This is an optimization exercise on Yosys and OpenROAD, whose aim is small area, not a production implementation. Function was checked by simulation only, so behaviour that the tests miss may differ from the original. Power is estimated from default activity; no workload was simulated.

// flash_bus_controller
module flash_bus_controller #(
	parameter PERIOD			= 8,
	parameter NUM_OF_CHIPS 			= 4,
	parameter OP_WIDTH			= 5,
	parameter BUS_ADDR_WIDTH		= 40,
	parameter LENGTH_WIDTH			= 15
)
(
	input 	i_clk,
	input 	i_rst,
	output reg				o_busy,		 
	input 	[OP_WIDTH-1:0] 			i_operation,	 
	input 	[log2(NUM_OF_CHIPS)-1:0]	i_chip,		 
	input 	[BUS_ADDR_WIDTH-1:0] 		i_addr,		 
	input 	[LENGTH_WIDTH-1:0]		i_length,	 
	input 					i_start,	 
        output  [LENGTH_WIDTH-1:0]              o_sample_count,  
        output	[NUM_OF_CHIPS-1:0] 		o_chip_ready,	 
	output	[NUM_OF_CHIPS-1:0] 		o_chip_result,	 
	output	[NUM_OF_CHIPS-1:0] 		o_chip_exists,	 
        input [15:0] i_adc_sample_fifo_data,
        input        i_adc_sample_fifo_almost_empty,
        input        i_adc_sample_fifo_empty,
        output       o_adc_sample_fifo_re,
        input        i_adc_sample_fifo_valid,
	output [12:0] o_wr_buffer_addr,
	input  [15:0] i_wr_buffer_data,
	output [12:0] o_rd_buffer_addr,
	output [15:0] o_rd_buffer_data,
	output	      o_rd_buffer_we,
	input 	[7:0] 		  i_bus_data,
	output	[7:0]	 	  o_bus_data,
	output		 	  o_bus_data_tri_n,
	output			  o_bus_we_n,
	output			  o_bus_re_n,
	output [NUM_OF_CHIPS-1:0] o_bus_ces_n,
	output			  o_bus_cle,
	output			  o_bus_ale
);
export LEC_CHECK = 0
export CAP_MARGIN = 20
export CORE_MARGIN = 2
export CORE_UTILIZATION = 40
export SLEW_MARGIN = 20
create_clock -name core_clock -period 8.0 [get_ports {i_clk}]
run.sh (not shown) runs the stock make flow with config.mk's settings and CLKGATE_MAP_FILE= SYNTH_SCRIPT=/design/flow/synth_recipe.tcl, a recipe that flattens the netlist after the stock synthesis.
The baseline finished clean.
Rerun with:
==> flow/flow/run.sh (new file) <==
#!/bin/bash
# Own layout flow: the standard synthesis unchanged, then the standard ORFS
# steps with smaller port buffers and no CTS dummy loads.
set -euo pipefail
bash standard.sh synth > synth_tool.log 2>&1
bash standard.sh \
  "BUFFER_PORTS_ARGS=-buffer_cell sky130_fd_sc_hd__buf_1" \
  "CTS_ARGS=-sink_clustering_enable -repair_clock_nets -dont_use_dummy_load" \
  finish > layout_tool.log 2>&1
==> flow/standard.sh (new file) <==
#!/bin/bash
# synth_recipe.tcl (not shown) runs the flow's synth.tcl, then flattens the netlist and writes it again
# the make line also repeats each setting of config.mk as NAME=value (left out here)
make -C /OpenROAD-flow-scripts/flow DESIGN_CONFIG=/design/flow/config.mk WORK_HOME=/design/flow/orfs CLKGATE_MAP_FILE= SYNTH_SCRIPT=/design/flow/synth_recipe.tcl "${@:-finish}"
removed: flow/run.sh
Global-route usage came out lower by 0.69 points.
Worst hold slack gets better by 5.2 ps.
Non-clock buffer count came out higher by 2.
Sequential share of layout area came out higher by 4.8 points.

* * *

flash_bus_controller, a different RTL version from the one above (not shown whole).
Size: about 730 cells after synthesis, ~7600 µm² of cells after synthesis.
export LEC_CHECK = 0
export CAP_MARGIN = 20
export CORE_MARGIN = 2
export CORE_UTILIZATION = 40
export SLEW_MARGIN = 20
create_clock -name core_clock -period 8.0 [get_ports {i_clk}]
standard.sh (not shown) runs the stock make flow with config.mk's settings and CLKGATE_MAP_FILE= SYNTH_SCRIPT=/design/flow/synth_recipe.tcl, a recipe that flattens the netlist after the stock synthesis.
==> flow/flow/run.sh <==
#!/bin/bash
# Own layout flow: the standard synthesis unchanged; its combinational
# cells re-mapped for area (flip-flops untouched, equivalence proved); then
# the standard ORFS steps with minimum-size port buffers and a CTS without
# dummy loads; synthesis buffers are removed at the floorplan and global
# placement is not timing driven (the design has ample slack). If a layout attempt fails (e.g. a routing fault), the layout
# is redone from the floorplan at a lower utilization.
set -uo pipefail
WORK=$(pwd)
R=$WORK/orfs/results/$FLOW_PLATFORM/flash_bus_controller/base
mkdir -p "$WORK/resyn_logs"
bash standard.sh synth > synth_tool.log 2>&1 || exit 1
bash flow/resyn.sh "$R" "$WORK/resyn_logs" > resyn_tool.log 2>&1 || exit 1
n=0
for util in 65 58 50 45; do
  n=$((n+1))
  if bash standard.sh \
      "CORE_UTILIZATION=$util" \
      "REMOVE_ABC_BUFFERS=1" \
      "GPL_TIMING_DRIVEN=0" \
      "BUFFER_PORTS_ARGS=-buffer_cell sky130_fd_sc_hd__buf_1" \
      "CTS_ARGS=-sink_clustering_enable -repair_clock_nets -dont_use_dummy_load -buf_list {sky130_fd_sc_hd__clkbuf_4 sky130_fd_sc_hd__clkbuf_8}" \
      finish > layout_tool_try$n.log 2>&1; then
    exit 0
  fi
  # keep the failed attempt's logs, then clear every result after synthesis
  mkdir -p "$WORK/failed_try$n"
  cp -r "$WORK/orfs/logs" "$WORK/failed_try$n/" 2>/dev/null || true
  find "$R" -maxdepth 1 -name '[2-6]_*' -exec rm -rf {} +
  rm -f "$R/route.guide" "$R/updated_clks.sdc" "$R/clock_period.txt.bak" "$WORK/out/final.def"
  find "$WORK/orfs/logs/$FLOW_PLATFORM/flash_bus_controller/base" -maxdepth 1 -name '[2-6]_*' -exec rm -f {} +
  find "$WORK/orfs/reports/$FLOW_PLATFORM/flash_bus_controller/base" -maxdepth 1 -name '[2-6]_*' -exec rm -f {} +
done
exit 1
Other scripts of this flow, unchanged in this note and not shown: flow/flow/abc1.script, flow/flow/abc2.script, flow/flow/cutff.py, flow/flow/resyn.sh
The baseline produced a clean layout.
Rerun with:
--- a/flow/flow/run.sh
+++ b/flow/flow/run.sh
@@ -4,4 +4,3 @@
 # the standard ORFS steps with minimum-size port buffers and a CTS without
-# dummy loads; synthesis buffers are removed at the floorplan and global
-# placement is not timing driven (the design has ample slack). If a layout attempt fails (e.g. a routing fault), the layout
+# dummy loads. If a layout attempt fails (e.g. a routing fault), the layout
 # is redone from the floorplan at a lower utilization.
@@ -18,4 +17,2 @@
       "CORE_UTILIZATION=$util" \
-      "REMOVE_ABC_BUFFERS=1" \
-      "GPL_TIMING_DRIVEN=0" \
       "BUFFER_PORTS_ARGS=-buffer_cell sky130_fd_sc_hd__buf_1" \
What happened: Via count rises by 0.54%. Clock power hardly moves. Hold slack improves by 0.0045 ns. Setup slack loses 0.066 ns.

* * *

Another version of the RTL of flash_bus_controller (not shown whole).
Size in the first run: roughly 710 cells after synthesis, about 200 I/O pins.
// flash_bus_controller
module flash_bus_controller #(
	parameter PERIOD			= 8,
	parameter NUM_OF_CHIPS 			= 4,
	parameter OP_WIDTH			= 5,
	parameter BUS_ADDR_WIDTH		= 40,
	parameter LENGTH_WIDTH			= 15
)
(
	input 	i_clk,
	input 	i_rst,
	output reg				o_busy,		 
	input 	[OP_WIDTH-1:0] 			i_operation,	 
	input 	[log2(NUM_OF_CHIPS)-1:0]	i_chip,		 
	input 	[BUS_ADDR_WIDTH-1:0] 		i_addr,		 
	input 	[LENGTH_WIDTH-1:0]		i_length,	 
	input 					i_start,	 
        output  [LENGTH_WIDTH-1:0]              o_sample_count,  
        output	[NUM_OF_CHIPS-1:0] 		o_chip_ready,	 
	output	[NUM_OF_CHIPS-1:0] 		o_chip_result,	 
	output	[NUM_OF_CHIPS-1:0] 		o_chip_exists,	 
        input [15:0] i_adc_sample_fifo_data,
        input        i_adc_sample_fifo_almost_empty,
        input        i_adc_sample_fifo_empty,
        output       o_adc_sample_fifo_re,
        input        i_adc_sample_fifo_valid,
	output [12:0] o_wr_buffer_addr,
	input  [15:0] i_wr_buffer_data,
	output [12:0] o_rd_buffer_addr,
	output [15:0] o_rd_buffer_data,
	output	      o_rd_buffer_we,
	input 	[7:0] 		  i_bus_data,
	output	[7:0]	 	  o_bus_data,
	output		 	  o_bus_data_tri_n,
	output			  o_bus_we_n,
	output			  o_bus_re_n,
	output [NUM_OF_CHIPS-1:0] o_bus_ces_n,
	output			  o_bus_cle,
	output			  o_bus_ale
);
function integer log2;
	input integer value;
begin
	if (value <= 2) begin
		log2 = 1;
	end else begin
		for (log2 = 0; value > 1; log2 = log2 + 1)
			value = value >> 1;
	end
end
endfunction
	localparam S_RESET = 4'd0;
	localparam S_SU0   = 4'd1;
	localparam S_SU1   = 4'd2;
	localparam S_IDLE  = 4'd3;
	localparam S_ADC0  = 4'd4;
	localparam S_ADC1  = 4'd5;
	localparam S_WB    = 4'd6;
	localparam S_RHW   = 4'd7;
	localparam S_ADL   = 4'd8;
	localparam S_WHR   = 4'd9;
	localparam S_RSTAT = 4'd10;
	localparam S_RDATA = 4'd11;
	localparam S_CMD0  = 4'd12;
	localparam S_CMD1  = 4'd13;
  ...
==> flow/config.mk <==
export PLATFORM = sky130hd
export DESIGN_NAME = flash_bus_controller
export DESIGN_NICKNAME = flash_bus_controller
export VERILOG_FILES = /design/flow/design.v
export SDC_FILE = /design/flow/constraint.sdc
export NUM_CORES = 4
export LEC_CHECK = 0
export CAP_MARGIN = 20
export CORE_MARGIN = 2
export CORE_UTILIZATION = 40
export SLEW_MARGIN = 20
==> flow/constraint.sdc <==
create_clock -name core_clock -period 8.0 [get_ports {i_clk}]
set_input_delay 1.6000 -clock core_clock [delete_from_list [all_inputs] [get_ports {i_clk}]]
set_output_delay 1.6000 -clock core_clock [all_outputs]
set_load 0.01 [all_outputs]
==> flow/flow/run.sh <==
#!/bin/bash
# Own layout flow: the standard synthesis unchanged; its combinational
# cells re-mapped for area (flip-flops untouched, equivalence proved); then
# the standard ORFS steps with minimum-size port buffers and a CTS without
# dummy loads. If a layout attempt fails (e.g. a routing fault), the layout
# is redone from the floorplan at a lower utilization.
set -uo pipefail
WORK=$(pwd)
R=$WORK/orfs/results/$FLOW_PLATFORM/flash_bus_controller/base
mkdir -p "$WORK/resyn_logs"
bash standard.sh synth > synth_tool.log 2>&1 || exit 1
bash flow/resyn.sh "$R" "$WORK/resyn_logs" > resyn_tool.log 2>&1 || exit 1
n=0
for util in 86 78 65 58; do
  n=$((n+1))
  if bash standard.sh \
      "CORE_UTILIZATION=$util" \
      "BUFFER_PORTS_ARGS=-buffer_cell sky130_fd_sc_hd__buf_1" \
      "CTS_ARGS=-sink_clustering_enable -repair_clock_nets -dont_use_dummy_load -buf_list {sky130_fd_sc_hd__clkbuf_4 sky130_fd_sc_hd__clkbuf_8}" \
      finish > layout_tool_try$n.log 2>&1; then
    exit 0
  fi
  # keep the failed attempt's logs, then clear every result after synthesis
  mkdir -p "$WORK/failed_try$n"
  cp -r "$WORK/orfs/logs" "$WORK/failed_try$n/" 2>/dev/null || true
  find "$R" -maxdepth 1 -name '[2-6]_*' -exec rm -rf {} +
  rm -f "$R/route.guide" "$R/updated_clks.sdc" "$R/clock_period.txt.bak" "$WORK/out/final.def"
  find "$WORK/orfs/logs/$FLOW_PLATFORM/flash_bus_controller/base" -maxdepth 1 -name '[2-6]_*' -exec rm -f {} +
  find "$WORK/orfs/reports/$FLOW_PLATFORM/flash_bus_controller/base" -maxdepth 1 -name '[2-6]_*' -exec rm -f {} +
done
exit 1
Other scripts of this flow, unchanged in this note and not shown: flow/flow/abc1.script, flow/flow/abc2.script, flow/flow/cutff.py, flow/flow/resyn.sh
Change:
--- a/flow/flow/run.sh
+++ b/flow/flow/run.sh
@@ -14 +14 @@
-for util in 86 78 65 58; do
+for util in 65 58 50 45; do
After rerunning: Sequential share of layout area is lower by 0.78 points. Wire length is lower by about 28%. Hold slack gains 5.0 ps.

==> static timing again, ports no longer ideal <==
No port has a modelled driver above. Below, the same layouts with a new extraction and two added sets of constraints.
Step 1, drivers: a clkbuf_16 drives i_clk and a buf_2 each remaining input, both assumed.
Step 2 also shifts input and output timing later by t, the mid clock arrival at the registers, as if the neighbouring blocks saw the same clock.
Three values: ideal, step 1, step 2; two values: the first two.
run	shift t [ns]	setup WS [ns]	slew at the worst register clock pin (ns)	worst data-port slew with drivers (ns)	pins driven straight from the clock port
the first run of note 1	0.475	3.529 / 3.480 / 3.955	0.08 / 0.08	0.06	1
the second run of note 1	0.469	3.920 / 3.873 / 4.342	0.08 / 0.08	0.06	1
the first run of note 2	0.474	3.465 / 3.425 / 3.770	0.09 / 0.09	0.05	1
the second run of note 2	0.475	3.399 / 3.362 / 3.809	0.09 / 0.09	0.06	1
the first run of note 3	0.498	3.210 / 3.210 / 3.210	0.10 / 0.10	0.06	1
the second run of note 3	0.480	3.145 / 3.105 / 2.891	0.08 / 0.08	0.06	1
After both steps every run listed still meets setup and hold. The setup slack of the second run of note 3, which loses most, moves by -0.040 ns with the drivers and by -0.254 ns with both steps.
